Context: an optimization exercise on an open-source flow, tuned for small area, a short achievable clock period and few clock cycles per item. The choices shown serve that exercise and are no tape-out recipe. Function was checked by simulation only, so behaviour that the tests miss may differ from the original. The clock input has no modelled driver; a real chip could not lean on it and would need a root buffer or a full tree. No activity file was given, so power comes from the tool's default toggle rates.

===== design/flow/flow/run.sh =====
#!/bin/bash
# Own flow: the standard layout (standard.sh), with these changes:
#  - synthesis maps the logic with its own ABC scripts: flow/abc_in.script for
#    the logic before the registers, flow/abc_out.script for the logic after
#    them (flow/my_synth.tcl); Yosys does not extract half/full adders
#    (ADDER_MAP_FILE empty); everything else in synthesis is the standard
#    script (synth_recipe.tcl);
#  - ports are buffered with sky130_fd_sc_hd__buf_1 instead of the default buffer.
# Each tool's output goes to a log file of its own in the work folder.
set -euo pipefail
W=$(pwd)
F=$W/flow
export MY_ABC_IN=$F/abc_in.script
export MY_ABC_OUT=$F/abc_out.script
export FLOW_SYNTH_TCL=$W/synth_recipe.tcl
make -C "$FLOW_HOME" DESIGN_CONFIG="$W/config.mk" WORK_HOME="$W/orfs" CLKGATE_MAP_FILE= \
  SYNTH_SCRIPT="$F/my_synth.tcl" ADDER_MAP_FILE= synth > "$W/synth.log" 2>&1
export BUFFER_PORTS_ARGS="-buffer_cell sky130_fd_sc_hd__buf_1"
export SETUP_MOVE_SEQUENCE=sizeup
bash standard.sh > "$W/layout.log" 2>&1

===== design/flow/flow/abc_in.script =====
strash
dch
map -D 2000
topo
stime -c

===== design/flow/flow/abc_out.script =====
strash
dch
map -D 1750
topo
stime -c

===== design/flow/flow/my_synth.tcl =====
# The standard synthesis script (synth_recipe.tcl), with only ABC's mapping
# scripts replaced. The logic in the input cone of the output ports (after the
# registers) is mapped with MY_ABC_OUT, the rest (before the registers) with
# MY_ABC_IN. Yosys's -import skips commands that already exist, so this abc
# wrapper is the one synth.tcl calls.
proc abc {args} {
  set i [lsearch -exact $args -script]
  set a_out $args
  set a_in $args
  if {$i >= 0} {
    lset a_out [expr {$i + 1}] $::env(MY_ABC_OUT)
    lset a_in [expr {$i + 1}] $::env(MY_ABC_IN)
  }
  yosys select -set my_out_cone o:* %cie*
  yosys abc {*}$a_out @my_out_cone
  yosys select -clear
  yosys abc {*}$a_in
}
source $::env(FLOW_SYNTH_TCL)

===== design/flow/standard.sh =====
#!/bin/bash
# synth_recipe.tcl (not shown) runs the flow's synth.tcl, then flattens the netlist and writes it again
# the make line also repeats each setting of config.mk as NAME=value (left out here)
make -C /OpenROAD-flow-scripts/flow DESIGN_CONFIG=/design/flow/config.mk WORK_HOME=/design/flow/orfs CLKGATE_MAP_FILE= SYNTH_SCRIPT=/design/flow/synth_recipe.tcl "${@:-finish}"

===== design/flow/config.mk =====
export PLATFORM = sky130hd
export DESIGN_NAME = bin2bcd
export DESIGN_NICKNAME = bin2bcd
export VERILOG_FILES = /design/flow/design.v
export SDC_FILE = /design/flow/constraint.sdc
export NUM_CORES = 4
export LEC_CHECK = 0
export CAP_MARGIN = 20
export CORE_AREA = 2.3 2.72 59.8 59.84
export DIE_AREA = 0 0 62 62
export SETUP_SLACK_MARGIN = 1.7
export SLEW_MARGIN = 20

===== design/flow/constraint.sdc =====
create_clock -name core_clock -period 5.0 [get_ports {clk}]
set_input_delay 1.0000 -clock core_clock [delete_from_list [all_inputs] [get_ports {clk}]]
set_output_delay 1.0000 -clock core_clock [all_outputs]
set_load 0.01 [all_outputs]

===== design/flow/design.v =====
`timescale 1ns / 1ps
module bin2bcd(
    input clk,
    input reset,
    input start,               
    input [11:0] bin_in,       
    output reg [15:0] bcd_out,  
    output reg done             
);
    wire [11:0] x = bin_in;
    wire [13:0] s;          
    wire i_27, i_28, i_29, i_30, i_31, i_32, i_33, i_34, i_35, i_36, i_37, i_38, i_39, i_40, i_41, i_42, i_43, i_44, i_45, i_46, i_47, i_48, i_49, i_50, i_51, i_52, i_53, i_54, i_55, i_56, i_57, i_58, i_59, i_60, i_61, i_62, i_63, i_64, i_65, i_66, i_67, i_68, i_69, i_71, i_72, i_74, i_76, i_78, i_79, i_80, i_81, i_82, i_83, i_84, i_85, i_86, i_88, i_89, i_91, i_92, i_94;
    assign i_27 = ~x[9]& x[11];
    assign i_28 = x[8]& ~x[10];
    assign i_29 = i_27 & ~i_28;
    assign i_30 = x[9]& ~x[11];
    assign i_31 = ~x[8]& x[10];
    assign i_32 = i_30 & ~i_31;
    assign i_33 = ~i_29 & ~i_32;
    assign i_34 = ~x[7]& ~i_33;
    assign i_35 = ~x[10]& i_27;
    assign i_36 = x[10]& ~i_27;
    assign i_37 = ~x[8]& ~i_30;
    assign i_38 = i_36 & ~i_37;
    assign i_39 = ~i_35 & ~i_38;
    assign i_40 = x[8]& ~i_39;
    assign i_41 = ~x[8]& i_39;
    assign i_42 = ~i_40 & ~i_41;
    assign i_43 = i_34 & ~i_42;
    assign i_44 = ~i_33 & ~i_43;
    assign i_45 = i_36 & i_37;
    assign i_46 = x[8]& i_35;
    assign i_47 = ~i_45 & ~i_46;
    assign i_48 = ~i_44 & i_47;
    assign i_49 = ~x[7]& ~i_48;
    assign i_50 = ~i_42 & ~i_49;
    assign i_51 = ~i_34 & ~i_50;
    assign i_52 = ~x[6]& i_51;
    assign i_53 = x[7]& i_48;
    assign i_54 = ~i_49 & ~i_53;
    assign i_55 = i_52 & i_54;
    assign i_56 = x[7]& ~i_47;
    assign i_57 = ~i_43 & ~i_56;
    assign i_58 = x[6]& ~i_57;
    assign i_59 = ~i_55 & ~i_58;
    assign i_60 = i_51 & ~i_55;
    assign i_61 = i_57 & ~i_60;
    assign i_62 = ~x[6]& ~i_61;
    assign i_63 = i_54 & ~i_62;
    assign i_64 = ~i_52 & ~i_63;
    assign i_65 = ~x[5]& i_64;
    assign i_66 = x[6]& i_61;
    assign i_67 = ~i_62 & ~i_66;
    assign i_68 = i_65 & i_67;
    assign i_69 = i_64 & ~i_68;
    assign s[8]= ~i_59 | i_69;
    assign i_71 = ~x[5]& s[8];
    assign i_72 = x[5]& ~s[8];
    assign s[5]= i_71 | i_72;
    assign i_74 = i_67 & ~i_71;
    assign s[6]= ~i_65 & ~i_74;
    assign i_76 = x[5]& ~i_59;
    assign s[7]= i_68 | i_76;
    assign i_78 = x[11]& ~i_35;
    assign i_79 = ~i_36 & i_48;
    assign i_80 = i_78 & i_79;
    assign i_81 = ~i_48 & ~i_78;
    assign i_82 = x[11]& i_38;
    assign i_83 = ~i_81 & ~i_82;
    assign i_84 = i_61 & i_83;
    assign i_85 = ~i_39 & ~i_78;
    assign i_86 = ~i_84 & i_85;
    assign s[12]= i_80 | i_86;
    assign i_88 = i_61 & s[12];
    assign i_89 = ~i_61 & ~s[12];
    assign s[9]= i_88 | i_89;
    assign i_91 = i_61 & i_85;
    assign i_92 = i_83 & ~i_88;
    assign s[10]= ~i_91 & ~i_92;
    assign i_94 = ~i_80 & ~i_91;
    assign s[11]= ~i_88 & ~i_94;
    assign s[13]= i_78 & ~i_79;
    assign s[0]= x[0];
    assign s[1]= x[1];
    assign s[2]= x[2];
    assign s[3]= x[3];
    assign s[4]= x[4];
    reg [13:0] s_q;
    always @(posedge clk)
        s_q <= s;
    always @(posedge clk or posedge reset)
    begin
        if (reset)
            done <= 1'b0;
        else
            done <= start;
    end
    wire [13:0] y = s_q;
    wire [15:0] o;
    wire o_32, o_33, o_34, o_35, o_36, o_37, o_38, o_39, o_40, o_41, o_42, o_43, o_44, o_45, o_46, o_47, o_48, o_49, o_50, o_51, o_52, o_53, o_54, o_55, o_56, o_57, o_58, o_59, o_60, o_61, o_62, o_63, o_64, o_65, o_66, o_67, o_68, o_69, o_70, o_72, o_73, o_75, o_76, o_78, o_80, o_81, o_82, o_83, o_84, o_85, o_86, o_87, o_88, o_89, o_90, o_91, o_92, o_93, o_94, o_95, o_96, o_97, o_98, o_99, o_100, o_101, o_102, o_103, o_104, o_105, o_106, o_107, o_108, o_109, o_110, o_111, o_112, o_113, o_114, o_115, o_116, o_117, o_118, o_120, o_121, o_123, o_124, o_126, o_128, o_129, o_130, o_131, o_132, o_133, o_134, o_135, o_136, o_137, o_138, o_139, o_140, o_142, o_143, o_144, o_145, o_146, o_148, o_149, o_151, o_152, o_154;
    assign o_32 = ~y[4]& y[6];
    assign o_33 = y[5]& ~o_32;
    assign o_34 = ~y[4]& y[7];
    assign o_35 = ~o_33 & ~o_34;
    assign o_36 = ~y[3]& ~o_35;
    assign o_37 = ~y[5]& o_32;
    assign o_38 = y[6]& ~o_37;
    assign o_39 = ~y[7]& ~o_38;
    assign o_40 = ~y[4]& ~o_39;
    assign o_41 = y[4]& o_39;
    assign o_42 = ~o_40 & ~o_41;
    assign o_43 = ~o_36 & ~o_42;
    assign o_44 = y[4]& y[7];
    assign o_45 = ~o_37 & ~o_44;
    assign o_46 = ~y[3]& ~o_45;
    assign o_47 = ~o_43 & ~o_46;
    assign o_48 = ~y[2]& ~o_47;
    assign o_49 = o_36 & o_42;
    assign o_50 = ~o_35 & ~o_49;
    assign o_51 = o_45 & ~o_50;
    assign o_52 = ~y[3]& ~o_51;
    assign o_53 = y[3]& o_51;
    assign o_54 = ~o_52 & ~o_53;
    assign o_55 = o_48 & o_54;
    assign o_56 = y[3]& ~o_45;
    assign o_57 = ~o_49 & ~o_56;
    assign o_58 = y[2]& ~o_57;
    assign o_59 = ~o_55 & ~o_58;
    assign o_60 = ~o_48 & ~o_54;
    assign o_61 = ~y[2]& ~o_57;
    assign o_62 = ~o_60 & ~o_61;
    assign o_63 = ~y[1]& ~o_62;
    assign o_64 = ~o_47 & ~o_55;
    assign o_65 = o_57 & ~o_64;
    assign o_66 = ~y[2]& ~o_65;
    assign o_67 = y[2]& o_65;
    assign o_68 = ~o_66 & ~o_67;
    assign o_69 = o_63 & o_68;
    assign o_70 = ~o_62 & ~o_69;
    assign o[4]= ~o_59 | o_70;
    assign o_72 = ~y[1]& o[4];
    assign o_73 = y[1]& ~o[4];
    assign o[1]= o_72 | o_73;
    assign o_75 = ~o_63 & ~o_68;
    assign o_76 = ~y[1]& ~o_59;
    assign o[2]= o_75 | o_76;
    assign o_78 = y[1]& ~o_59;
    assign o[3]= o_69 | o_78;
    assign o_80 = ~y[8]& y[10];
    assign o_81 = y[9]& ~o_80;
    assign o_82 = ~y[8]& y[11];
    assign o_83 = ~o_81 & ~o_82;
    assign o_84 = o_39 & ~o_83;
    assign o_85 = ~y[9]& o_80;
    assign o_86 = y[10]& ~o_85;
    assign o_87 = ~y[11]& ~o_86;
    assign o_88 = ~y[8]& ~o_87;
    assign o_89 = y[8]& o_87;
    assign o_90 = ~o_88 & ~o_89;
    assign o_91 = ~o_84 & ~o_90;
    assign o_92 = y[8]& y[11];
    assign o_93 = ~o_85 & ~o_92;
    assign o_94 = o_39 & ~o_93;
    assign o_95 = ~o_91 & ~o_94;
    assign o_96 = o_51 & ~o_95;
    assign o_97 = o_84 & o_90;
    assign o_98 = ~o_83 & ~o_97;
    assign o_99 = o_93 & ~o_98;
    assign o_100 = o_39 & ~o_99;
    assign o_101 = ~o_39 & o_99;
    assign o_102 = ~o_100 & ~o_101;
    assign o_103 = o_96 & o_102;
    assign o_104 = ~o_39 & ~o_93;
    assign o_105 = ~o_97 & ~o_104;
    assign o_106 = ~o_51 & ~o_105;
    assign o_107 = ~o_103 & ~o_106;
    assign o_108 = ~o_96 & ~o_102;
    assign o_109 = o_51 & ~o_105;
    assign o_110 = ~o_108 & ~o_109;
    assign o_111 = o_65 & ~o_110;
    assign o_112 = ~o_95 & ~o_103;
    assign o_113 = o_105 & ~o_112;
    assign o_114 = o_51 & ~o_113;
    assign o_115 = ~o_51 & o_113;
    assign o_116 = ~o_114 & ~o_115;
    assign o_117 = o_111 & o_116;
    assign o_118 = ~o_110 & ~o_117;
    assign o[8]= ~o_107 | o_118;
    assign o_120 = o_65 & o[8];
    assign o_121 = ~o_65 & ~o[8];
    assign o[5]= o_120 | o_121;
    assign o_123 = ~o_111 & ~o_116;
    assign o_124 = o_65 & ~o_107;
    assign o[6]= o_123 | o_124;
    assign o_126 = ~o_65 & ~o_107;
    assign o[7]= o_117 | o_126;
    assign o_128 = y[13]& o_87;
    assign o_129 = ~y[12]& o_128;
    assign o_130 = ~o_99 & o_129;
    assign o_131 = ~y[13]& ~o_87;
    assign o_132 = y[12]& ~o_128;
    assign o_133 = o_99 & o_132;
    assign o_134 = ~o_131 & o_133;
    assign o_135 = ~o_130 & ~o_134;
    assign o_136 = o_128 & ~o_130;
    assign o_137 = o_131 & ~o_133;
    assign o_138 = ~o_136 & ~o_137;
    assign o_139 = o_113 & ~o_138;
    assign o_140 = o_132 & ~o_134;
    assign o[13]= o_129 | o_140;
    assign o_142 = o_99 & o[13];
    assign o_143 = ~o_99 & ~o[13];
    assign o_144 = ~o_142 & ~o_143;
    assign o_145 = o_139 & o_144;
    assign o_146 = ~o_138 & ~o_145;
    assign o[12]= ~o_135 | o_146;
    assign o_148 = o_113 & o[12];
    assign o_149 = ~o_113 & ~o[12];
    assign o[9]= o_148 | o_149;
    assign o_151 = ~o_139 & ~o_144;
    assign o_152 = o_113 & ~o_135;
    assign o[10]= o_151 | o_152;
    assign o_154 = ~o_113 & ~o_135;
    assign o[11]= o_145 | o_154;
    assign o[14]= y[13]& ~o_129;
    assign o[15]= 1'b0;
    assign o[0]= y[0];
    always @(*)
        bcd_out = o;
endmodule

==> results of run 1 <==
-- logic make-up after synthesis --
kind of cell / after synthesis
AO/OA/AOI/OAI: 43
XOR/XNOR: 12
AND/OR/NAND/NOR: 71
buffers and inverters: 34
flip-flops: 15
other: 1
-- cell type report --
type | instances | area share
Clock buffer | 4 | 0.0180
Inverter | 32 | 0.0865
Multi-Input combinational cell | 127 | 0.555
Sequential cell | 15 | 0.216
Tap cell | 46 | 0.0394
Timing Repair Buffer | 30 | 0.0856
-- layer usage --
metal  global-route usage  routed length [um]  part of all wire
met1                0.132                 891              0.46
met2                0.189                 957              0.49
met3               0.0186                  57             0.029
met4               0.0547                  27             0.014
met5                    0                   0                 0
-- state kept, by name (all words and copies together), names as in the netlist --
register  count
s_q          14
done          1
-- synthesized netlist by cell type --
| cell type | instances | area share |
|---|---|---|
| o21ai_0 | 15 | 0.069 |
| clkinv_1 | 32 | 0.11 |
| nor2_1 | 19 | 0.065 |
| conb_1 | 1 | 0.0034 |
| and2_2 | 1 | 0.0069 |
| a21o_2 | 2 | 0.016 |
| nor3b_1 | 1 | 0.0069 |
| o21a_1 | 1 | 0.0069 |
| buf_4 | 2 | 0.014 |
| o21bai_1 | 1 | 0.0069 |
| o22a_2 | 1 | 0.0092 |
| dfxtp_1 | 14 | 0.26 |
| or2_2 | 2 | 0.011 |
| a22oi_1 | 4 | 0.028 |
| xnor2_1 | 1 | 0.0080 |
| xor2_1 | 11 | 0.088 |
| a21oi_1 | 9 | 0.041 |
| o22ai_1 | 9 | 0.052 |
| nand3_1 | 2 | 0.0092 |
| dfrtp_1 | 1 | 0.023 |
| nor3_1 | 1 | 0.0046 |
| a2bb2oi_1 | 1 | 0.0080 |
| nand2_1 | 45 | 0.15 |
-- path summary, 6_finish.rpt --
| kind | from | cells after the start | slack (ps) | to |
|---|---|---|---|---|
| worst max-delay path | s_q[4] | 15 | 1570 | bcd_out[1] |
| worst min-delay path | reset | 2 | 520 | done |
| max in group asynchronous | reset | 2 | 4400 | done |
| min in group core_clock | bin_in[4] | 1 | 810 | s_q[4] |
-- metrics by stage --
stage	hold WS (ps)	total power [mW]	util
after floorplan	723	0.464	-
final	520	0.719	0.445
after detailed placement	811	0.566	0.379
after global routing	506	0.806	0.445
after global placement	805	0.562	0.379
after CTS	508	0.673	0.407
-- critical path, stage by stage, from the launching register on --
cell and delay [ps]:
dfxtp_4 370, o21ai_4 160, nand2_4 110, xor2_4 170, a21oi_2 70, nor2_2 160, xor2_1 210, nand2_1 90
nand2_1 80, nand2_2 100, xor2_2 160, nand2_1 80, nand2_1 60, nand2_2 60, xor2_1 130, buf_2 140
-- repair_timing --
action	CTS	global route
endpoints found under the setup margin	12	19
hold buffers	0	0
setup buffers	0	0
endpoints found under the hold margin	0	0
resized for setup	26	43
-- power by group --
part / total, mW / switching, mW / leakage, nW / internal (mW)
Combinational: 0.501 / 0.302 / 0.464 / 0.199
Clock: 0.0628 / 0.0320 / 0.0150 / 0.0308
Sequential: 0.155 / 0.0167 / 0.130 / 0.138
Total: 0.719 / 0.351 / 0.609 / 0.368
==> flow_summary_export.csv, run 1 <==
group,metric,value,unit
routing,drtIter0Drc,68,
synth,netlist_area,0.00109,mm^2
routing,drc,0,
global_routing,grt_max_degree,9,
synth,seq_area_frac_synth,0.280,
final_layout,area_delta_synth_final,34.1,%
final_layout,final_common_cell,"nand2_1",
timing,fmaxAchievable,292,MHz
timing,setup_slack,1570,ps
synth,yosys-mux-area-fraction,0,
pwr,peakVddDrop,0.000111,V
routing,antenna_left,0,
job,maxCapViolCount,0,
timing,setup_viol,0,
floorplanning,start_util,0.332,
placement,dp.cells,250,
clocking,cts_sinks,15,
global_routing,antenna_found_initial,0,
synth,synth_compound_area_frac,0.237,
placement,io_buffers,30,
routing,totalWireLength,1930,um
worst_setup_path,worstPathRequired,4000,ps
timing,min_period,3430,ps
final_layout,mostFrequentLayoutCells,"nand2_1 (36), clkinv_1 (26), buf_1 (20), nor2_1 (14), dfxtp_1 (10)",
final_layout,drive_gt1_frac,0.279,
hold_path,min_path_type,"input pin to asynchronous set/reset pin",
timing,report.final.slew_viol_count,0,
floorplanning,ios,32,
worst_setup_path,endpoint_kind,"output pin",
final_layout,regArea,315,um^2
floorplanning,die_h,62,um
placement,place.gp.congestion,0.724,
timing,finalCritPeriodShare,0.686,
timing,fin_setup_tns,0,ps
timing,hold_viol_final,0,
timing,rsz0062_at_grt,"yes",
final_layout,multi_input_area,811,um^2
worst_setup_path,startpoint_type,"flop",
run_status,status,"timing/DRC/antenna clean",
synth,synthCells,176,
synth,synthAdderAreaFrac,0,
synth,synth_xor_area_frac,0.0964,
routing,drtPass1Iterations,4,
clocking,cts-root-buf,"clkbuf_4",
placement,place_worst_setup_slack,1500,ps
final_layout,nFillCells,347,
synth,synth_top_family_by_area,"simple AND/OR/NAND/NOR gates",
synth,ys_ff_latch,15,
worst_setup_path,crit_type,"flop to output pin",
final_layout,antenna_cells,0,
clocking,cts_max_path_buffers,2,
pwr,power_density,492,mW/mm^2
synth,syn_nets,191,
final_layout,nets,224,
floorplanning,die_w,62,um
global_routing,grt_pass1_vias,885,
floorplanning,core,0.00328,mm^2
clocking,clk_pin_slew,80,ps
synth,synth_cell_types,23,
pwr,power.leakage,0.609,nW
global_routing,grt_overflow,0,
synth,ys_warn_count,1,
clocking,ctsHtreeMaxLevel,1,
routing,via_per_inst,4.38,
worst_setup_path,worst_ep_arrival_time,2430,ps
floorplanning,dieArea,0.00384,mm^2
global_routing,grt_pass1_wl,3230,um
global_routing,grt_usage,0.110,
clocking,cts_buffers,3,
routing,vias,1112,
synth,avgSynthCellArea,6.19,um^2
placement,placed_cell_area,0.00124,mm^2
final_layout,fin_area,0.00146,mm^2
worst_setup_path,crit_fanout,5,
placement,place.detailed.hpwl,1610,um
floorplanning,fp-row-count,21,
synth,synth-simple-area-share,0.259,
routing,wl_per_cell,7.61,um
final_layout,layout.cells.non_filler,254,
clocking,cts_tree,"built",
Testbench counts, summed over its fixed seeds: cycles 3,200, conversions 3,200.
==> run 2, diff against run 1 <==
--- a/design/flow/flow/run.sh
+++ b/design/flow/flow/run.sh
@@ -18,3 +18,3 @@
 export BUFFER_PORTS_ARGS="-buffer_cell sky130_fd_sc_hd__buf_1"
-export SETUP_MOVE_SEQUENCE=sizeup
+export CTS_ARGS="-buf_list sky130_fd_sc_hd__clkbuf_8 -root_buf sky130_fd_sc_hd__clkbuf_8 -dont_use_dummy_load -repair_clock_nets"
 bash standard.sh > "$W/layout.log" 2>&1
--- a/design/flow/config.mk
+++ b/design/flow/config.mk
@@ -10,3 +10,2 @@
 export DIE_AREA = 0 0 62 62
-export SETUP_SLACK_MARGIN = 1.7
 export SLEW_MARGIN = 20
==> run 2 against run 1 <==
  * Combinational power decreased by 18%
  * Wire length down 5.0%
  * Die area stayed put
  * Hold slack better by 29 ps
  * Clock-buffer cell count is 1 lower
  * First-iteration DRC count is 26% lower
  * Cell count is 0.39% lower
  * Largest power group unchanged
  * Non-clock buffer count stayed put
  * Synthesized cell count did not move
  * Sequential cell count is the same
==> flow_summary_export.csv, run 2 <==
group,metric,value,unit
floorplanning,start_util,0.332,
synth,synth_edf_count,0,
synth,netlist_area,0.00109,mm^2
timing,min_period,3680,ps
routing,drtPass1Iterations,4,
placement,place.detailed.hpwl,1610,um
timing,setup_viol,0,
clocking,cts_buffers,3,
timing,fin_setup_tns,0,ps
worst_setup_path,startpoint_type,"flop",
floorplanning,die_h,62,um
clocking,cts_max_path_buffers,2,
global_routing,grtUsageMet1,0.129,
pwr,power.leakage,0.543,nW
routing,drtIter0Drc,50,
synth,async_reset_ff_frac,0.0667,
global_routing,met3_usage,0.0248,
clocking,cts_tree,"built",
placement,io_buffers,30,
worst_setup_path,crit_chain,"o21ai_0 -> nand2_1 -> xor2_1 -> a21oi_1 -> nor2_1 -> clkinv_1 -> o21ai_0 -> nand2_1 -> xor2_1 -> o21ai_0 -> nand2_1 -> xor2_1 -> buf_1",
routing,wl_per_cell,7.26,um
pwr,power_density,503,mW/mm^2
worst_setup_path,worstPathRequired,4000,ps
pwr,power,0.646,mW
synth,seq_area_frac_synth,0.280,
global_routing,gr-usage-met2,0.186,
final_layout,antenna_cells,0,
routing,vias,1097,
worst_setup_path,crit_type,"flop to output pin",
worst_setup_path,worst_ep_arrival_time,2680,ps
final_layout,nets,224,
clocking,clk_pin_slew,50,ps
clocking,cts_resized,0,
synth,syn_nets,191,
routing,totalWireLength,1840,um
final_layout,final_common_cell,"nand2_1",
global_routing,grt_max_degree,9,
final_layout,top_register,"s_q",
floorplanning,core,0.00328,mm^2
worst_setup_path,slowest_stage,"dfxtp_1",
timing,finalCritPeriodShare,0.736,
clocking,postCtsSetupRepairBufs,0,
timing,report.final.slew_viol_count,0,
final_layout,mostFrequentLayoutCells,"nand2_1 (45), clkinv_1 (32), buf_1 (30), nor2_1 (19), o21ai_0 (15)",
floorplanning,ios,32,
synth,ys_warn_count,1,
final_layout,largest_registers,"s_q x14, done x1",
global_routing,antenna_found_initial,0,
final_layout,drive_gt1_frac,0.0435,
job,maxCapViolCount,0,
synth,yosysTopAreaCell,"dfxtp_1",
synth,netlist_top_cells_count,"nand2_1 (45), clkinv_1 (32), nor2_1 (19), o21ai_0 (15), dfxtp_1 (14)",
run_status,status,"timing/DRC/antenna clean",
routing,antenna_left,0,
synth,synth_ff_type,"dfxtp_1",
global_routing,grt_overflow,0,
clocking,cts_sinks,15,
synth,synth_cell_types,23,
clocking,holdBufCountCts,0,
worst_setup_path,crit_fanout,5,
floorplanning,dieArea,0.00384,mm^2
routing,via_per_inst,4.34,
final_layout,largest_reg_flops,14,
floorplanning,die_w,62,um
synth,avgSynthCellArea,6.19,um^2
timing,rsz0062_at_grt,"no",
clocking,cts-root-buf,"clkbuf_8",
synth,synth.most_common_cell,"nand2_1",
global_routing,grt_pass1_wl,3230,um
timing,hold_viol_final,0,
synth,synth_area_leaders,"dfxtp_1 (26%), nand2_1 (15%), clkinv_1 (11%)",
hold_path,min_path_type,"input pin to asynchronous set/reset pin",
pwr,peakVddDrop,0.000120,V
final_layout,nFillCells,372,
final_layout,area_delta_synth_final,18.0,%
clocking,ctsHtreeMaxLevel,1,
placement,place.gp.congestion,0.724,
worst_setup_path,endpoint_kind,"output pin",
timing,fmaxAchievable,272,MHz
global_routing,grt_pass1_vias,892,
routing,drc,0,
worst_setup_path,crit_path_max_incr_delay,310,ps
global_routing,grt_usage,0.115,
synth,netlist.area_leader.share,0.257,
synth,synthCells,176,
synth,ys_ff_latch,15,
global_routing,grt.busiest_layer,"met2",
floorplanning,fp-row-count,21,
run 2: cell counts after synthesis:
Identical to the previous run, type by type.
run 2: logic make-up (layout without fill, tap and decap cells):
| logic type | count (synthesis) | in the layout | synth area share |
|---|---|---|---|
| buffers and inverters | 34 | 65 | 0.124 |
| other | 1 | 1 | 0.00344 |
| AOI/OAI and AO/OA | 43 | 43 | 0.237 |
| and+or+nand+nor | 71 | 71 | 0.259 |
| xor gates and xnor gates | 12 | 12 | 0.0964 |
| DFF | 15 | 15 | 0.280 |
run 2: power by group:
part           total (mW)  switching (mW)  leakage (nW)  internal (mW)
combinational       0.411           0.264         0.392          0.146
sequential          0.147          0.0102         0.129          0.137
clock              0.0884          0.0354        0.0216         0.0531
total               0.646           0.310         0.543          0.337
run 2: area by class of cell:
| class | instances | area, um^2 | area share |
|---|---|---|---|
| Inverter | 32 | 120 | 0.0934 |
| Timing Repair Buffer | 30 | 113 | 0.0875 |
| Tap cell | 46 | 57.6 | 0.0447 |
| Clock buffer | 3 | 41.3 | 0.0321 |
| Multi-Input combinational cell | 127 | 649 | 0.505 |
| Sequential cell | 15 | 305 | 0.237 |
run 2: path summary, 6_finish.rpt:
kind,from,end,slack [ps],cells past startpoint
max in group asynchronous,reset,done,4370,2
setup / recovery,s_q[4],bcd_out[5],1320,13
hold / removal,reset,done,550,2
min in group core_clock,bin_in[4],s_q[4],840,1
run 2: layer usage:
metal  wire [um]  vias to the layer above  part of all wire
met5           0                        -                 0
met4          65                        0             0.035
met3          69                        4             0.038
met2         826                       23              0.45
met1         876                      440              0.48
li1            -                      630                 -
run 2: critical path, delay by kind of cell (launching register included):
| family | cells | cell delay [ps] |
|---|---|---|
| compound gates | 4 | 550 |
| xor+xnor | 3 | 610 |
| buf+inv | 2 | 330 |
| flops | 1 | 310 |
| simple gates | 4 | 630 |
run 2: through the flow:
| step | cells | setup WS, ps | hold slack (ps) | utilization | cell area, um^2 |
|---|---|---|---|---|---|
| floorplan | 176 | 1770 | 723 | - | 1090 |
| global placement | 250 | 1510 | 805 | 0.379 | 1240 |
| detailed placement | 250 | 1500 | 811 | 0.379 | 1240 |
| CTS | 253 | 1290 | 547 | 0.392 | 1290 |
| global route | 253 | 851 | 553 | 0.392 | 1290 |
| finish | 253 | 1320 | 549 | 0.392 | 1290 |
==> run 3, diff against run 2 <==
--- a/design/flow/flow/run.sh
+++ b/design/flow/flow/run.sh
@@ -7,3 +7,5 @@
 #    script (synth_recipe.tcl);
-#  - ports are buffered with sky130_fd_sc_hd__buf_1 instead of the default buffer.
+#  - ports are buffered with sky130_fd_sc_hd__buf_1 instead of the default buffer;
+#  - after CTS, the clock tree is flattened to one buffer that drives all the
+#    flip-flops (flow/flat_cts.tcl): the design has only 15 of them.
 # Each tool's output goes to a log file of its own in the work folder.
@@ -12,2 +14,3 @@
 F=$W/flow
+R=$W/orfs/results/$FLOW_PLATFORM/bin2bcd/base
 export MY_ABC_IN=$F/abc_in.script
@@ -18,3 +21,4 @@
 export BUFFER_PORTS_ARGS="-buffer_cell sky130_fd_sc_hd__buf_1"
-export CTS_ARGS="-buf_list sky130_fd_sc_hd__clkbuf_8 -root_buf sky130_fd_sc_hd__clkbuf_8 -dont_use_dummy_load -repair_clock_nets"
+bash standard.sh cts > "$W/layout_to_cts.log" 2>&1
+CTS_ODB=$R/4_cts.odb CLK_NET=clk ROOT_BUF=sky130_fd_sc_hd__clkbuf_8 openroad -no_init -exit "$F/flat_cts.tcl" > "$W/flat_cts.log" 2>&1
 bash standard.sh > "$W/layout.log" 2>&1
==> design/flow/flow/abc_in.script (replaced) <==
strash
dch
map -D 2500
topo
stime -c
==> design/flow/flow/abc_out.script (replaced) <==
strash
dch
map -D 1500
topo
stime -c
==> design/flow/flow/flat_cts.tcl (new file) <==
# Flatten the clock tree that CTS built into a single buffer: every clock sink
# is driven by the root clock buffer (the one the clock port drives); the
# other clock buffers and CTS's dummy clock loads are removed. Then the
# placement is legalised again.
read_db $::env(CTS_ODB)
set block [ord::get_db_block]
set clk [$block findNet $::env(CLK_NET)]
set root ""
foreach it [$clk getITerms] {
  if {[$it isInputSignal] || [[$it getMTerm] getSigType] eq "CLOCK" || [$it getIoType] eq "INPUT"} { set root [$it getInst] }
}
if {$root eq ""} { error "no root clock buffer" }
set rootnet ""
foreach it [$root getITerms] {
  if {[$it getIoType] eq "OUTPUT"} { set rootnet [$it getNet] }
}
puts "root buffer [$root getName] ([[$root getMaster] getName]) drives [$rootnet getName]"
set removed 0
set again 1
while {$again} {
  set again 0
  foreach it [$rootnet getITerms] {
    set inst [$it getInst]
    if {$inst eq $root} { continue }
    set m [[$inst getMaster] getName]
    if {![string match "sky130_fd_sc_hd__clkbuf_*" $m] && ![string match "sky130_fd_sc_hd__clkinv*" $m] && ![string match "sky130_fd_sc_hd__buf_*" $m] && ![string match "sky130_fd_sc_hd__inv*" $m]} { continue }
    # a buffer in the tree: move its sinks to the root net
    set out ""
    foreach jt [$inst getITerms] { if {[$jt getIoType] eq "OUTPUT"} { set out [$jt getNet] } }
    if {$out ne "" && $out ne "NULL"} {
      foreach jt [$out getITerms] {
        if {[$jt getInst] eq $inst} { continue }
        $jt disconnect
        $jt connect $rootnet
      }
      odb::dbNet_destroy $out
    }
    puts "removed [$inst getName] ($m)"
    odb::dbInst_destroy $inst
    incr removed
    set again 1
    break
  }
}
if {[info exists ::env(ROOT_BUF)]} {
  set master [[ord::get_db] findMaster $::env(ROOT_BUF)]
  $root swapMaster $master
  puts "root buffer is now $::env(ROOT_BUF)"
}
set n 0
foreach it [$rootnet getITerms] { incr n }
puts "removed $removed clock tree cells; root net has $n pins"
detailed_placement
check_placement
write_db $::env(CTS_ODB)
==> run 3 against run 2 <==
  * Synthesized cell count increased by 6.3%
  * Area after synthesis rose by 5.6%
  * Cell count rose by 3.6%
  * Sequential power is essentially flat
  * Highest routed layer unchanged
==> flow_summary_export.csv, run 3 <==
group,metric,value,unit
floorplanning,die_w,62,um
routing,vias,1190,
worst_setup_path,crit_fanout,4,
worst_setup_path,crit_type,"input pin to flop",
timing,hold_viol_final,0,
clocking,cts_resized,0,
worst_setup_path,crit_chain,"buf_1 -> clkinv_1 -> nor2_1 -> nor2_1 -> clkinv_1 -> o21ai_0 -> xor2_1 -> nand2_1 -> a21oi_1 -> xnor2_1 -> o21bai_1 -> nand2_1 -> clkinv_1 -> nor2_1 -> o21ai_0 -> nor4_1 -> o21ai_0 -> nand2_1 -> a21oi_1",
final_layout,drive_gt1_frac,0.0370,
timing,fin_setup_tns,0,ps
synth,netlist_top_cells_count,"nand2_1 (41), clkinv_1 (35), nor2_1 (23), o21ai_0 (17), dfxtp_1 (14)",
floorplanning,dieArea,0.00384,mm^2
global_routing,grt_pass1_vias,906,
worst_setup_path,worstPathRequired,5050,ps
final_layout,layout.cells.non_filler,262,
timing,report.final.slew_viol_count,0,
synth,synthCells,187,
synth,netlist.area_leader.share,0.243,
synth,synth.most_common_cell,"nand2_1",
routing,drc,0,
routing,antenna_left,0,
global_routing,gr-usage-met2,0.232,
placement,place_worst_setup_slack,1070,ps
final_layout,mostFrequentLayoutCells,"nand2_1 (41), clkinv_1 (35), buf_1 (30), nor2_1 (23), o21ai_0 (17)",
pwr,power.leakage,0.522,nW
final_layout,fin_area,0.00132,mm^2
synth,ys_warn_count,1,
pwr,power_density,493,mW/mm^2
placement,io_buffers,30,
timing,fmaxAchievable,264,MHz
worst_setup_path,endpoint_kind,"flop",
synth,async_reset_ff_frac,0.0667,
routing,totalWireLength,1980,um
floorplanning,die_h,62,um
synth,synth_ff_type,"dfxtp_1",
final_layout,top_register,"s_q",
global_routing,grt_pass1_wl,3260,um
global_routing,grt_overflow,0,
routing,via_per_inst,4.54,
floorplanning,ios,32,
final_layout,multi_input_area,699,um^2
floorplanning,fp-row-count,21,
global_routing,antenna_found_initial,0,
placement,place.detailed.hpwl,1720,um
synth,synth_area_leaders,"dfxtp_1 (24%), nand2_1 (13%), clkinv_1 (11%)",
worst_setup_path,cp_num_buf_inv,4,
final_layout,largest_reg_flops,14,
job,maxCapViolCount,0,
worst_setup_path,critPathLaunch,"bin_in[11]",
floorplanning,core,0.00328,mm^2
global_routing,met3_usage,0.0166,
routing,drtPass1Iterations,6,
worst_setup_path,worst_ep_arrival_time,3840,ps
synth,synth_cell_types,25,
timing,fin_hold_ws,639,ps
global_routing,grt_usage,0.121,
synth,ys_ff_latch,15,
timing,finalCritPeriodShare,0.758,
synth,syn_nets,202,
clocking,postCtsSetupRepairBufs,0,
timing,rsz0062_at_grt,"no",
clocking,holdBufCountCts,0,
final_layout,area_delta_synth_final,14.7,%
final_layout,final_common_cell,"nand2_1",
run_status,status,"timing/DRC/antenna clean",
timing,setup_viol,0,
hold_path,min_path_type,"input pin to asynchronous set/reset pin",
clocking,clk_pin_slew,90,ps
routing,drtIter0Drc,53,
timing,setup_slack,1210,ps
synth,synth_edf_count,0,
synth,avgSynthCellArea,6.16,um^2
clocking,cts_sinks,15,
pwr,power,0.651,mW
placement,place.gp.congestion,0.751,
final_layout,final_util,0.402,
timing,min_period,3790,ps
worst_setup_path,cp_top_family,"compound AO/OA/AOI/OAI gates",
final_layout,largest_registers,"s_q x14, done x1",
routing,wl_per_cell,7.55,um
final_layout,antenna_cells,0,
synth,seq_area_frac_synth,0.265,
placement,dp.cells,261,
global_routing,grtUsageMet1,0.137,
placement,placed_cell_area,0.00131,mm^2
final_layout,nFillCells,373,
synth,yosysTopAreaCell,"dfxtp_1",
final_layout,regArea,305,um^2
synth,netlist_area,0.00115,mm^2
pwr,peakVddDrop,0.000114,V
worst_setup_path,startpoint_type,"input pin",
worst_setup_path,crit_path_max_incr_delay,290,ps
worst_setup_path,slowest_stage,"a21oi_1",
global_routing,grt_max_degree,16,
global_routing,grt.busiest_layer,"met2",
floorplanning,start_util,0.350,
final_layout,nets,233,
[run 3: cell types whose count changed after synthesis, moves of 3 or more]
cell | before | now
clkinv_1 | 32 | 35
o21a_1 | 1 | 4
nor2_1 | 19 | 23
xor2_1 | 11 | 7
nand2_1 | 45 | 41
[run 3: logic make-up after synthesis]
kind of cell / Yosys count / share of synthesized area
xor+xnor: 9 / 0.0685
simple gates: 75 / 0.267
compound gates: 50 / 0.268
buf+inv: 37 / 0.127
other cells: 1 / 0.00326
flops: 15 / 0.265
[run 3: worst paths after layout]
| check | end | depth (start not counted) |
|---|---|---|
| min in group core_clock | s_q[1] | 1 |
| worst max-delay path | s_q[6] | 19 |
| max in group asynchronous | done | 2 |
| worst min-delay path | done | 2 |
[run 3: layer usage]
metal / part of all wire / up-vias
met5: 0 / -
met4: 0.014 / 0
met3: 0.037 / 2
met2: 0.47 / 22
met1: 0.47 / 496
li1: - / 670
[run 3: power by group]
part / total (mW) / leakage (nW) / switching [mW] / internal [mW]
clock: 0.0464 / 0.00719 / 0.0280 / 0.0184
combinational: 0.456 / 0.386 / 0.288 / 0.168
sequential: 0.149 / 0.129 / 0.0113 / 0.138
[run 3: cell type report]
class	instances	area share
clock buffers	1	0.0104
inverters	35	0.0995
well taps	46	0.0436
flip-flops and latches	15	0.231
multi-input cells	135	0.530
repair buffers	30	0.0853
==> run 4, diff against run 3 <==
==> design/flow/flow/abc_in.script (replaced) <==
strash
dch
map -D 2000
topo
stime -c
==> run 4 against run 3 <==
  * Die area did not move
  * Area after synthesis rose by 0.65%
  * Clock power barely moved
  * Combinational power fell by 4%
  * Worst setup slack improved by 200 ps
  * Critical path type is now flop to output pin
  * Critical endpoint is now bcd_out[11]
  * Highest routed layer unchanged
==> flow_summary_export.csv, run 4 <==
group,metric,value,unit
clocking,cts_resized,0,
final_layout,antenna_cells,0,
worst_setup_path,crit_fanout,5,
routing,drc,0,
global_routing,grt_max_degree,16,
final_layout,largest_registers,"s_q x14, done x1",
synth,syn_nets,205,
timing,setup_slack,1410,ps
hold_path,min_path_type,"input pin to asynchronous set/reset pin",
routing,drtIter0Drc,90,
synth,netlist_area,0.00116,mm^2
final_layout,nets,236,
floorplanning,ios,32,
routing,drtPass1Iterations,4,
global_routing,grt_pass1_vias,881,
pwr,switchingPower,0.317,mW
synth,synth_edf_count,0,
worst_setup_path,endpoint_kind,"output pin",
worst_setup_path,startpoint_type,"flop",
global_routing,grt_overflow,0,
job,maxCapViolCount,0,
pwr,power_density,477,mW/mm^2
pwr,p_clk_frac,0.073,
timing,finalCritPeriodShare,0.719,
synth,netlist.area_leader.share,0.242,
synth,ys_ff_latch,15,
timing,min_period,3590,ps
final_layout,area_delta_synth_final,14.6,%
pwr,internal_power,0.316,mW
synth,synth_ff_type,"dfxtp_1",
placement,placed_cell_area,0.00131,mm^2
routing,antenna_left,0,
worst_setup_path,worst_ep_arrival_time,2590,ps
final_layout,final_common_cell,"nand2_1",
synth,avgSynthCellArea,6.10,um^2
floorplanning,dieArea,0.00384,mm^2
placement,place.detailed.hpwl,1740,um
worst_setup_path,crit_path_max_incr_delay,320,ps
global_routing,antenna_found_initial,0,
synth,synth_cell_types,25,
routing,vias,1226,
floorplanning,core,0.00328,mm^2
timing,report.final.slew_viol_count,0,
timing,fmaxAchievable,278,MHz
final_layout,nFillCells,372,
floorplanning,start_util,0.353,
final_layout,regArea,305,um^2
placement,place_worst_setup_slack,1460,ps
floorplanning,fp-row-count,21,
synth,async_reset_ff_frac,0.0667,
clocking,holdBufCountCts,0,
routing,wl_per_cell,7.52,um
routing,via_per_inst,4.63,
pwr,power_frac_seq,0.233,
pwr,peakVddDrop,0.000129,V
placement,io_buffers,30,
global_routing,grt_pass1_wl,3310,um
routing,totalWireLength,1990,um
floorplanning,die_h,62,um
worst_setup_path,slowest_stage,"dfxtp_1",
global_routing,grt_usage,0.123,
synth,ys_warn_count,1,
final_layout,drive_gt1_frac,0.0457,
worst_setup_path,critPathLaunch,"s_q[4]",
final_layout,fin_area,0.00133,mm^2
clocking,clk_pin_slew,90,ps
worst_setup_path,worstPathRequired,4000,ps
placement,place.gp.congestion,0.763,
floorplanning,die_w,62,um
synth,synth.most_common_cell,"nand2_1",
synth,netlist_top_cells_count,"nand2_1 (50), clkinv_1 (34), nor2_1 (21), o21ai_0 (16), dfxtp_1 (14)",
final_layout,largest_reg_flops,14,
timing,hold_viol_final,0,
final_layout,final_util,0.404,
synth,synth_area_leaders,"dfxtp_1 (24%), nand2_1 (16%), clkinv_1 (11%)",
synth,synthCells,190,
final_layout,multi_input_area,711,um^2
timing,setup_viol,0,
timing,fin_setup_tns,0,ps
final_layout,mostFrequentLayoutCells,"nand2_1 (50), clkinv_1 (34), buf_1 (30), nor2_1 (21), o21ai_0 (16)",
worst_setup_path,crit_chain,"o21ai_0 -> nand2_1 -> xor2_1 -> a21oi_1 -> nor2_1 -> clkinv_1 -> o21ai_0 -> and2_2 -> nand2_1 -> or2_2 -> o21ai_0 -> buf_1",
worst_setup_path,crit_end,"bcd_out[11]",
timing,rsz0062_at_grt,"no",
pwr,power.leakage,0.550,nW
clocking,cts_sinks,15,
clocking,postCtsSetupRepairBufs,0,
final_layout,top_register,"s_q",
worst_setup_path,crit_type,"flop to output pin",
worst_setup_path,cpMostUsedCell,"o21ai_0",
synth,seq_area_frac_synth,0.263,
timing,fin_hold_ws,639,ps
pwr,sw_frac_of_total,0.501,
synth,yosysTopAreaCell,"dfxtp_1",
run_status,status,"timing/DRC/antenna clean",
pwr,pwr-share-comb,0.694,
-- run 4: critical path: cells and delay by family (launching register included) --
kind	cells	cell delay, ps
AOI/OAI and AO/OA	4	540
xor gates and xnor gates	1	230
and+or+nand+nor	5	990
DFF	1	320
buffers and inverters	2	370
-- run 4: cell type report --
cell class / instances / area share
multi-input combinational: 139 / 0.535
sequential: 15 / 0.230
inverter: 34 / 0.0961
timing repair buffer: 30 / 0.0848
tap: 46 / 0.0434
clock buffer: 1 / 0.0104
-- run 4: power by group through the flow --
stage	sequential (mW)	combinational [mW]	clock, mW
2_1_floorplan	0.148	0.340	0
3_3_place_gp	0.150	0.440	0
3_5_place_dp	0.150	0.443	0
4_1_cts	0.148	0.445	0.0681
5_1_grt	0.150	0.517	0.0537
6_report	0.147	0.439	0.0461
-- run 4: how the worst min path moves through the flow --
stage,end,depth (start not counted)
after floorplan,done,1
after global placement,done,2
after detailed placement,done,2
after CTS,done,2
after global routing,done,2
final,done,2
-- run 4: through the flow --
stage	cells	power, mW
final	265	0.633
after floorplan	190	0.489
after global routing	265	0.721
after global placement	264	0.591
after detailed placement	264	0.594
after CTS	268	0.661
-- run 4: cell families (layout without fill, tap and decap cells) --
group | after synthesis | after routing | share of synthesized area
and+or+nand+nor | 81 | 81 | 0.283
AOI/OAI and AO/OA | 49 | 49 | 0.267
buffers and inverters | 36 | 65 | 0.123
DFF | 15 | 15 | 0.263
xor gates and xnor gates | 8 | 8 | 0.0605
other | 1 | 1 | 0.00324
-- run 4: routing by layer --
metal | vias up | routed length, um | share of wire | track usage
li1 | 678 | - | - | -
met1 | 523 | 1000 | 0.50 | 0.168
met2 | 23 | 897 | 0.45 | 0.204
met3 | 2 | 66 | 0.033 | 0.0124
met4 | 0 | 27 | 0.014 | 0.0365
met5 | - | 0 | 0 | 0
==> run 5, diff against run 4 <==
==> design/flow/flow/abc_in.script (replaced) <==
strash
dch
map -D 2500
topo
stime -c
==> design/flow/flow/abc_out.script (replaced) <==
strash
dch
map -D 1750
topo
stime -c
==> run 5 against run 4 <==
  * Synthesized cell count is 8.9% lower
  * Clock-buffer cell count is the same
  * Critical path depth is 7 higher
  * Combinational power is 1% lower
  * Cell count fell by 6.4%
  * Cell area fell by 5.7%
  * Non-clock buffer count unchanged
  * Total power shrank 0.87%
  * Die area is the same
  * Largest power group unchanged
==> flow_summary_export.csv, run 5 <==
group,metric,value,unit
final_layout,largest_registers,"s_q x14, done x1",
floorplanning,dieArea,0.00384,mm^2
worst_setup_path,worst_ep_arrival_time,3880,ps
global_routing,grt_overflow,0,
synth,synth_ff_type,"dfxtp_1",
timing,fmaxAchievable,260,MHz
pwr,power_frac_seq,0.237,
synth,yosys-mux-area-fraction,0,
worst_setup_path,slowest_stage,"a21oi_1",
worst_setup_path,crit_path_max_incr_delay,290,ps
pwr,p_clk_frac,0.071,
floorplanning,ios,32,
worst_setup_path,critPathLaunch,"bin_in[11]",
synth,async_reset_ff_frac,0.0667,
synth,synth_compound_area_frac,0.238,
floorplanning,die_h,62,um
global_routing,grt_usage,0.116,
timing,min_period,3840,ps
synth,synth_area_leaders,"dfxtp_1 (26%), nand2_1 (12%), clkinv_1 (11%)",
pwr,pwr-share-comb,0.692,
placement,dp.cells,247,
routing,wl_per_cell,7.48,um
final_layout,top_register,"s_q",
global_routing,grt.busiest_layer,"met2",
synth,avgSynthCellArea,6.26,um^2
timing,rsz0062_at_grt,"no",
global_routing,grt_pass1_vias,854,
pwr,peakVddDrop,0.000133,V
worst_setup_path,cp_top_family,"compound AO/OA/AOI/OAI gates",
worst_setup_path,crit_chain,"buf_1 -> clkinv_1 -> nor2_1 -> nor2_1 -> clkinv_1 -> o21ai_0 -> xor2_1 -> nand2_1 -> a21oi_1 -> xnor2_1 -> o21bai_1 -> nand2_1 -> clkinv_1 -> nor2_1 -> o21ai_0 -> nor4_1 -> o21ai_0 -> nand2_1 -> a21oi_1",
clocking,clk_pin_slew,80,ps
placement,placed_cell_area,0.00124,mm^2
floorplanning,die_w,62,um
routing,vias,1117,
worst_setup_path,crit_fanout,4,
final_layout,drive_gt1_frac,0.0248,
final_layout,largest_reg_flops,14,
synth,synth-simple-area-share,0.243,
pwr,power.leakage,0.501,nW
synth,ys_ff_latch,15,
placement,io_buffers,30,
global_routing,grt_pass1_wl,3130,um
pwr,switchingPower,0.318,mW
worst_setup_path,crit_type,"input pin to flop",
timing,setup_viol,0,
placement,place.detailed.hpwl,1620,um
run_status,status,"timing/DRC/antenna clean",
synth,synth_edf_count,0,
clocking,cts_sinks,15,
timing,finalCritPeriodShare,0.769,
synth,synthAdderAreaFrac,0,
synth,synth_cell_types,23,
global_routing,antenna_found_initial,0,
final_layout,area_delta_synth_final,15.6,%
timing,hold_viol_final,0,
routing,via_per_inst,4.50,
routing,drtIter0Drc,42,
routing,antenna_left,0,
worst_setup_path,cp_num_buf_inv,4,
worst_setup_path,worstPathRequired,5040,ps
synth,yosysTopAreaCell,"dfxtp_1",
synth,synth_xor_area_frac,0.105,
timing,fin_setup_tns,0,ps
clocking,postCtsSetupRepairBufs,0,
clocking,holdBufCountCts,0,
final_layout,layout.cells.non_filler,248,
global_routing,gr-usage-met2,0.214,
worst_setup_path,endpoint_kind,"flop",
pwr,power_density,501,mW/mm^2
pwr,internal_power,0.309,mW
worst_setup_path,startpoint_type,"input pin",
final_layout,final_common_cell,"nand2_1",
final_layout,nets,219,
synth,ys_warn_count,1,
synth,netlist_top_cells_count,"nand2_1 (36), clkinv_1 (33), nor2_1 (21), o21ai_0 (16), dfxtp_1 (14)",
final_layout,antenna_cells,0,
clocking,cts_resized,0,
timing,report.final.slew_viol_count,0,
job,maxCapViolCount,0,
global_routing,grtUsageMet1,0.139,
synth,netlist_area,0.00108,mm^2
synth,synth_top_family_by_area,"simple AND/OR/NAND/NOR gates",
global_routing,met3_usage,0.0124,
synth,syn_nets,188,
floorplanning,fp-row-count,21,
synth,seq_area_frac_synth,0.282,
pwr,sw_frac_of_total,0.507,
synth,synthCells,173,
final_layout,fin_area,0.00125,mm^2
routing,drc,0,
floorplanning,start_util,0.330,
final_layout,mostFrequentLayoutCells,"nand2_1 (36), clkinv_1 (33), buf_1 (30), nor2_1 (21), o21ai_0 (16)",
routing,drtPass1Iterations,4,
floorplanning,core,0.00328,mm^2
global_routing,grt_max_degree,16,
routing,totalWireLength,1860,um
synth,synth.most_common_cell,"nand2_1",
synth,netlist.area_leader.share,0.259,
placement,place.gp.congestion,0.759,
hold_path,min_path_type,"input pin to asynchronous set/reset pin",
[run 5: power by group through the flow]
stage               registers [mW]  clock network, mW  logic (mW)
global route                 0.152             0.0532       0.512
global placement             0.151                  0       0.434
finish                       0.148             0.0448       0.434
floorplan                    0.149                  0       0.331
detailed placement           0.151                  0       0.437
CTS                          0.149             0.0691       0.438
[run 5: cell type report]
cell class | instances | area (um^2)
Inverter | 33 | 124
Fill cell | 378 | 2030
Multi-Input combinational cell | 123 | 638
Sequential cell | 15 | 305
Timing Repair Buffer | 30 | 113
Clock buffer | 1 | 13.8
Tap cell | 46 | 57.6
[run 5: cell families after synthesis]
family | count (synthesis)
flip-flops | 15
other | 1
AO/OA/AOI/OAI | 44
AND/OR/NAND/NOR | 65
XOR/XNOR | 13
buffers and inverters | 35
[run 5: final timing paths]
path                          end  cells after the start
setup / recovery           s_q[6]                     19
hold / removal               done                      2
max in group asynchronous    done                      2
min in group core_clock    s_q[0]                      1
[run 5: routing by layer]
metal	part of all wire	routed length, um
met5	0	0
met4	0.015	27
met3	0.044	81
met2	0.46	862
met1	0.48	883
[run 5: per-stage QoR]
step,setup WS [ps],total power [mW],hold WS (ps),utilization
after floorplan,1500,0.480,723,-
after global placement,1160,0.585,805,0.377
after detailed placement,1020,0.589,812,0.377
after CTS,1260,0.656,498,0.385
after global routing,648,0.717,633,0.381
final,1160,0.627,643,0.381
==> run 6, diff against run 5 <==
==> design/flow/flow/abc_in.script (replaced) <==
strash
dch
map -D 3000
topo
stime -c
==> run 6 against run 5 <==
  * Cell area unchanged
  * Combinational power about the same
  * Worst setup slack unchanged
  * Hold slack unchanged
  * Wire length unchanged
  * Die area unchanged
  * Clock-buffer cell count unchanged
  * Synthesized cell count unchanged
  * Sequential share of layout area unchanged
  * Utilization unchanged
  * Critical path depth unchanged
==> flow_summary_export.csv, run 6 <==
group,metric,value,unit
run_status,status,"timing/DRC/antenna clean",
synth,ys_warn_count,1,
timing,fin_hold_ws,643,ps
final_layout,layout.cells.non_filler,248,
timing,fmaxAchievable,260,MHz
routing,totalWireLength,1860,um
clocking,holdBufCountCts,0,
placement,place.gp.congestion,0.759,
global_routing,grt_overflow,0,
placement,dp.cells,247,
global_routing,grt_pass1_vias,854,
synth,async_reset_ff_frac,0.0667,
synth,netlist_top_cells_count,"nand2_1 (36), clkinv_1 (33), nor2_1 (21), o21ai_0 (16), dfxtp_1 (14)",
synth,synth_cell_types,23,
placement,place.detailed.hpwl,1620,um
global_routing,gr-usage-met2,0.214,
floorplanning,core,0.00328,mm^2
routing,drc,0,
routing,vias,1117,
final_layout,top_register,"s_q",
global_routing,grt_pass1_wl,3130,um
pwr,power,0.627,mW
final_layout,nets,219,
timing,report.final.slew_viol_count,0,
pwr,peakVddDrop,0.000133,V
clocking,clk_pin_slew,80,ps
synth,ys_ff_latch,15,
clocking,cts_resized,0,
global_routing,grtUsageMet1,0.139,
clocking,postCtsSetupRepairBufs,0,
placement,io_buffers,30,
floorplanning,start_util,0.330,
timing,min_period,3840,ps
timing,fin_setup_tns,0,ps
final_layout,mostFrequentLayoutCells,"nand2_1 (36), clkinv_1 (33), buf_1 (30), nor2_1 (21), o21ai_0 (16)",
final_layout,area_delta_synth_final,15.6,%
final_layout,antenna_cells,0,
pwr,power.leakage,0.501,nW
worst_setup_path,crit_fanout,4,
floorplanning,fp-row-count,21,
synth,netlist.area_leader.share,0.259,
synth,synth_area_leaders,"dfxtp_1 (26%), nand2_1 (12%), clkinv_1 (11%)",
routing,antenna_left,0,
worst_setup_path,worst_ep_arrival_time,3880,ps
global_routing,grt.busiest_layer,"met2",
final_layout,largest_registers,"s_q x14, done x1",
final_layout,fin_area,0.00125,mm^2
timing,setup_viol,0,
synth,seq_area_frac_synth,0.282,
hold_path,min_path_type,"input pin to asynchronous set/reset pin",
routing,drtIter0Drc,42,
routing,wl_per_cell,7.48,um
worst_setup_path,endpoint_kind,"flop",
floorplanning,dieArea,0.00384,mm^2
routing,drtPass1Iterations,4,
floorplanning,die_w,62,um
worst_setup_path,critPathLaunch,"bin_in[11]",
synth,synth_edf_count,0,
synth,synth.most_common_cell,"nand2_1",
synth,synthCells,173,
global_routing,antenna_found_initial,0,
final_layout,nFillCells,378,
routing,via_per_inst,4.50,
final_layout,drive_gt1_frac,0.0248,
global_routing,met3_usage,0.0124,
synth,yosysTopAreaCell,"dfxtp_1",
synth,synth_ff_type,"dfxtp_1",
worst_setup_path,worstPathRequired,5040,ps
floorplanning,die_h,62,um
placement,placed_cell_area,0.00124,mm^2
global_routing,grt_usage,0.116,
synth,avgSynthCellArea,6.26,um^2
timing,rsz0062_at_grt,"no",
worst_setup_path,crit_type,"input pin to flop",
clocking,cts_sinks,15,
final_layout,final_common_cell,"nand2_1",
timing,finalCritPeriodShare,0.769,
worst_setup_path,startpoint_type,"input pin",
synth,netlist_area,0.00108,mm^2
floorplanning,ios,32,
job,maxCapViolCount,0,
synth,syn_nets,188,
final_layout,largest_reg_flops,14,
pwr,power_density,501,mW/mm^2
global_routing,grt_max_degree,16,
timing,hold_viol_final,0,
[run 6: cell counts in the layout (fill, tap and decap cells not counted)]
Identical to the previous run, type by type.
[run 6: final cells by class]
| type | count | area, um^2 | share of cell area |
|---|---|---|---|
| Clock buffer | 1 | 13.8 | 0.0110 |
| Multi-Input combinational cell | 123 | 638 | 0.510 |
| Timing Repair Buffer | 30 | 113 | 0.0900 |
| Tap cell | 46 | 57.6 | 0.0460 |
| Inverter | 33 | 124 | 0.0990 |
| Sequential cell | 15 | 305 | 0.244 |
[run 6: worst max-delay path, cell delays in order]
cell      delay [ps]
buf_1            110
clkinv_1          60
nor2_1            50
nor2_1           180
clkinv_1         130
o21ai_0          280
xor2_1           250
nand2_1           70
a21oi_1          290
xnor2_1          210
o21bai_1          90
nand2_1          130
clkinv_1         120
nor2_1           170
o21ai_0          170
nor4_1           240
o21ai_0          150
nand2_1          100
a21oi_1           60
[run 6: how the worst max path moves through the flow]
| stage | to | slack [ps] | depth (start not counted) |
|---|---|---|---|
| global route | s_q[6] | 650 | 19 |
| global placement | s_q[6] | 1160 | 18 |
| CTS | bcd_out[5] | 1260 | 13 |
| finish | s_q[6] | 1160 | 19 |
| floorplan | s_q[6] | 1500 | 17 |
| detailed placement | s_q[6] | 1020 | 19 |
[run 6: kinds of logic after synthesis]
kind of cell              synth area share
and+or+nand+nor                      0.243
AOI/OAI and AO/OA                    0.238
buffers and inverters                0.128
DFF                                  0.282
xor gates and xnor gates             0.105
other                              0.00346
[run 6: routing by layer]
metal  vias up  wire (um)  share of wire
met5         -          0              0
met3         2         81          0.044
met1       475        883           0.48
li1        614          -              -
met4         0         27          0.015
met2        26        862           0.46
[run 6: where the power goes]
group | internal, mW | leakage (nW) | switching (mW) | total [mW]
Combinational | 0.153 | 0.365 | 0.281 | 0.434
Clock | 0.0184 | 0.00719 | 0.0264 | 0.0448
Sequential | 0.138 | 0.129 | 0.0109 | 0.148
Total | 0.309 | 0.501 | 0.318 | 0.627
[run 6: stage by stage]
step	util	setup slack [ps]
global placement	0.377	1160
CTS	0.385	1260
detailed placement	0.377	1020
floorplan	-	1500
finish	0.381	1160
global route	0.381	648
==> run 7, diff against run 6 <==
==> design/flow/flow/abc_in.script (replaced) <==
strash
dch
map -D 2000
topo
stime -c
--- a/design/flow/config.mk
+++ b/design/flow/config.mk
@@ -10,2 +10,3 @@
 export DIE_AREA = 0 0 62 62
+export PLACE_DENSITY = 0.9
 export SLEW_MARGIN = 20
==> run 7 against run 6 <==
  * Still clean on timing, DRC and antenna
  * Via count is 0.72% higher
  * Clock power shrank 2%
  * Cell area grew 0.60%
  * Wire length up 5.8%
  * Synthesized cell count up 1.7%
  * Area after synthesis rose by 0.69%
  * First-iteration DRC count rose by 40%
  * Die area is the same
  * Hold slack gained 5.8 ps
  * Combinational power is 4% lower
  * Critical path depth fell by 6
  * Clock-buffer cell count unchanged
  * Largest cell class unchanged
==> flow_summary_export.csv, run 7 <==
group,metric,value,unit
timing,finalCritPeriodShare,0.724,
final_layout,nFillCells,357,
synth,avgSynthCellArea,6.19,um^2
worst_setup_path,cp_top_family,"simple AND/OR/NAND/NOR gates",
clocking,cts_resized,0,
timing,min_period,3620,ps
routing,vias,1125,
global_routing,antenna_found_initial,0,
synth,netlist.area_leader.share,0.257,
synth,synth_area_leaders,"dfxtp_1 (26%), nand2_1 (15%), clkinv_1 (11%)",
worst_setup_path,worst_ep_arrival_time,2620,ps
clocking,postCtsSetupRepairBufs,0,
final_layout,multi_input_area,649,um^2
routing,wl_per_cell,7.82,um
placement,place.gp.congestion,0.779,
worst_setup_path,slowest_stage,"dfxtp_1",
placement,placed_cell_area,0.00124,mm^2
final_layout,antenna_cells,0,
synth,syn_nets,191,
placement,place_worst_setup_slack,1460,ps
timing,fin_setup_tns,0,ps
worst_setup_path,worstPathRequired,4000,ps
global_routing,grt_pass1_vias,899,
final_layout,drive_gt1_frac,0.0341,
timing,report.final.slew_viol_count,0,
routing,drtPass1Iterations,5,
hold_path,min_path_type,"input pin to asynchronous set/reset pin",
routing,antenna_left,0,
worst_setup_path,crit_path_max_incr_delay,320,ps
worst_setup_path,cp_num_buf_inv,2,
timing,hold_viol_final,0,
clocking,holdBufCountCts,0,
final_layout,area_delta_synth_final,15.5,%
final_layout,regArea,305,um^2
worst_setup_path,cp.depth,13,
placement,io_buffers,30,
final_layout,fin_area,0.00126,mm^2
worst_setup_path,crit_type,"flop to output pin",
synth,ys_warn_count,1,
clocking,clk_pin_slew,80,ps
clocking,cts_sinks,15,
pwr,peakVddDrop,0.000104,V
global_routing,grt_max_degree,16,
timing,rsz0062_at_grt,"no",
floorplanning,core,0.00328,mm^2
final_layout,mostFrequentLayoutCells,"nand2_1 (45), clkinv_1 (32), buf_1 (30), nor2_1 (19), o21ai_0 (15)",
floorplanning,ios,32,
worst_setup_path,crit_chain,"o21ai_0 -> nand2_1 -> xor2_1 -> a21oi_1 -> nor2_1 -> clkinv_1 -> o21ai_0 -> nand2_1 -> xor2_1 -> o21ai_0 -> nand2_1 -> xor2_1 -> buf_1",
synth,netlist_area,0.00109,mm^2
timing,setup_slack,1380,ps
synth,async_reset_ff_frac,0.0667,
floorplanning,die_h,62,um
synth,seq_area_frac_synth,0.280,
synth,synth_ff_type,"dfxtp_1",
final_layout,largest_registers,"s_q x14, done x1",
synth,synth_cell_types,23,
worst_setup_path,endpoint_kind,"output pin",
global_routing,grt_usage,0.115,
floorplanning,start_util,0.332,
synth,yosysTopAreaCell,"dfxtp_1",
synth,synthCells,176,
routing,totalWireLength,1960,um
final_layout,final_common_cell,"nand2_1",
global_routing,grt_pass1_wl,3190,um
final_layout,nets,222,
run_status,status,"timing/DRC/antenna clean",
floorplanning,die_w,62,um
timing,fmaxAchievable,276,MHz
job,maxCapViolCount,0,
final_layout,largest_reg_flops,14,
worst_setup_path,critPathLaunch,"s_q[4]",
global_routing,grt_overflow,0,
worst_setup_path,startpoint_type,"flop",
synth,netlist_top_cells_count,"nand2_1 (45), clkinv_1 (32), nor2_1 (19), o21ai_0 (15), dfxtp_1 (14)",
placement,place.detailed.hpwl,1720,um
routing,via_per_inst,4.48,
synth,ys_ff_latch,15,
synth,synth_edf_count,0,
floorplanning,dieArea,0.00384,mm^2
pwr,power.leakage,0.529,nW
pwr,power_density,483,mW/mm^2
synth,synth.most_common_cell,"nand2_1",
routing,drc,0,
timing,setup_viol,0,
final_layout,top_register,"s_q",
routing,drtIter0Drc,59,
floorplanning,fp-row-count,21,
worst_setup_path,crit_fanout,5,
## run 7: cell count changes in the layout (fill, tap and decap cells not counted), sizes merged
cell     delta
a21oi       -1
o21ai       -1
nor2        -2
xnor2       -1
a32oi       -1
nor4        -1
a2bb2oi     +1
o21bai      -1
clkinv      -1
a21o        +2
nand2       +9
## run 7: final timing paths
| path | to | slack [ps] |
|---|---|---|
| max | bcd_out[5] | 1380 |
| min | done | 650 |
| max in group asynchronous | done | 4270 |
| min in group core_clock | s_q[4] | 940 |
## run 7: area by class of cell
cell class | instances | share of cell area
clock buffer | 1 | 0.0109
tap | 46 | 0.0457
timing repair buffer | 30 | 0.0895
inverter | 32 | 0.0954
sequential | 15 | 0.243
multi-input combinational | 127 | 0.516
## run 7: power breakdown
group / total, mW / switching [mW] / leakage (nW) / internal [mW]
Sequential: 0.147 / 0.0106 / 0.129 / 0.137
Clock: 0.0441 / 0.0257 / 0.00719 / 0.0184
Combinational: 0.417 / 0.271 / 0.392 / 0.146
## run 7: logic make-up (layout without fill, tap and decap cells)
| logic type | count (synthesis) | in the layout | synth area share |
|---|---|---|---|
| XOR/XNOR | 12 | 12 | 0.0964 |
| AO/OA/AOI/OAI | 43 | 43 | 0.237 |
| other | 1 | 1 | 0.00344 |
| buffers and inverters | 34 | 63 | 0.124 |
| AND/OR/NAND/NOR | 71 | 71 | 0.259 |
| flip-flops | 15 | 15 | 0.280 |
## run 7: per-layer routing
| layer | vias up | share of wire | GRT usage |
|---|---|---|---|
| met5 | - | 0 | 0 |
| met4 | 0 | 0.0097 | 0.0274 |
| met3 | 2 | 0.057 | 0.0104 |
| met2 | 29 | 0.48 | 0.222 |
| met1 | 469 | 0.45 | 0.136 |
| li1 | 625 | - | - |
## run 7: stage by stage
stage	utilization	instances	total power [mW]	hold slack [ps]
after floorplan	-	176	0.464	723
after global placement	0.379	250	0.557	805
after detailed placement	0.379	250	0.568	817
after CTS	0.387	254	0.631	521
after global routing	0.383	251	0.687	637
final	0.383	251	0.608	649

-- port drivers added, routing unchanged --
The flow's constraints put no driver on any port. The routed layouts listed below were extracted and timed again, unchanged, in two steps.
Step 1 assumes that a clkbuf_16 drives the clock port and a buf_2 every other input.
Step 2 moves the port delays by t, midway between the first and last clock arrival at a register: inputs arrive t later, outputs are due t later. That takes back most of the time a late clock gives input paths.
Slacks: ideal / step 1 / step 2; pairs: ideal / step 1.
run | t, ns | slack for setup (ns) | latest minus earliest clock arrival (ns)
run 1 | 0.286 | 1.570 / 1.549 / 1.697 | 0.004 / 0.004
run 2 | 0.267 | 1.318 / 1.292 / 1.520 | 0.007 / 0.006
run 3 | 0.170 | 1.209 / 1.213 / 1.044 | 0.001 / 0.001
run 4 | 0.168 | 1.407 / 1.385 / 1.480 | 0.001 / 0.002
run 5 | 0.167 | 1.157 / 1.161 / 0.994 | 0.001 / 0.001
run 6 | 0.167 | 1.157 / 1.161 / 0.994 | 0.001 / 0.001
run 7 | 0.163 | 1.382 / 1.361 / 1.453 | 0.001 / 0.001
After both steps setup and hold are still met in every run listed. For run 3, which loses most, drivers alone change the setup slack by +0.004 ns; drivers and shift together by -0.165 ns.
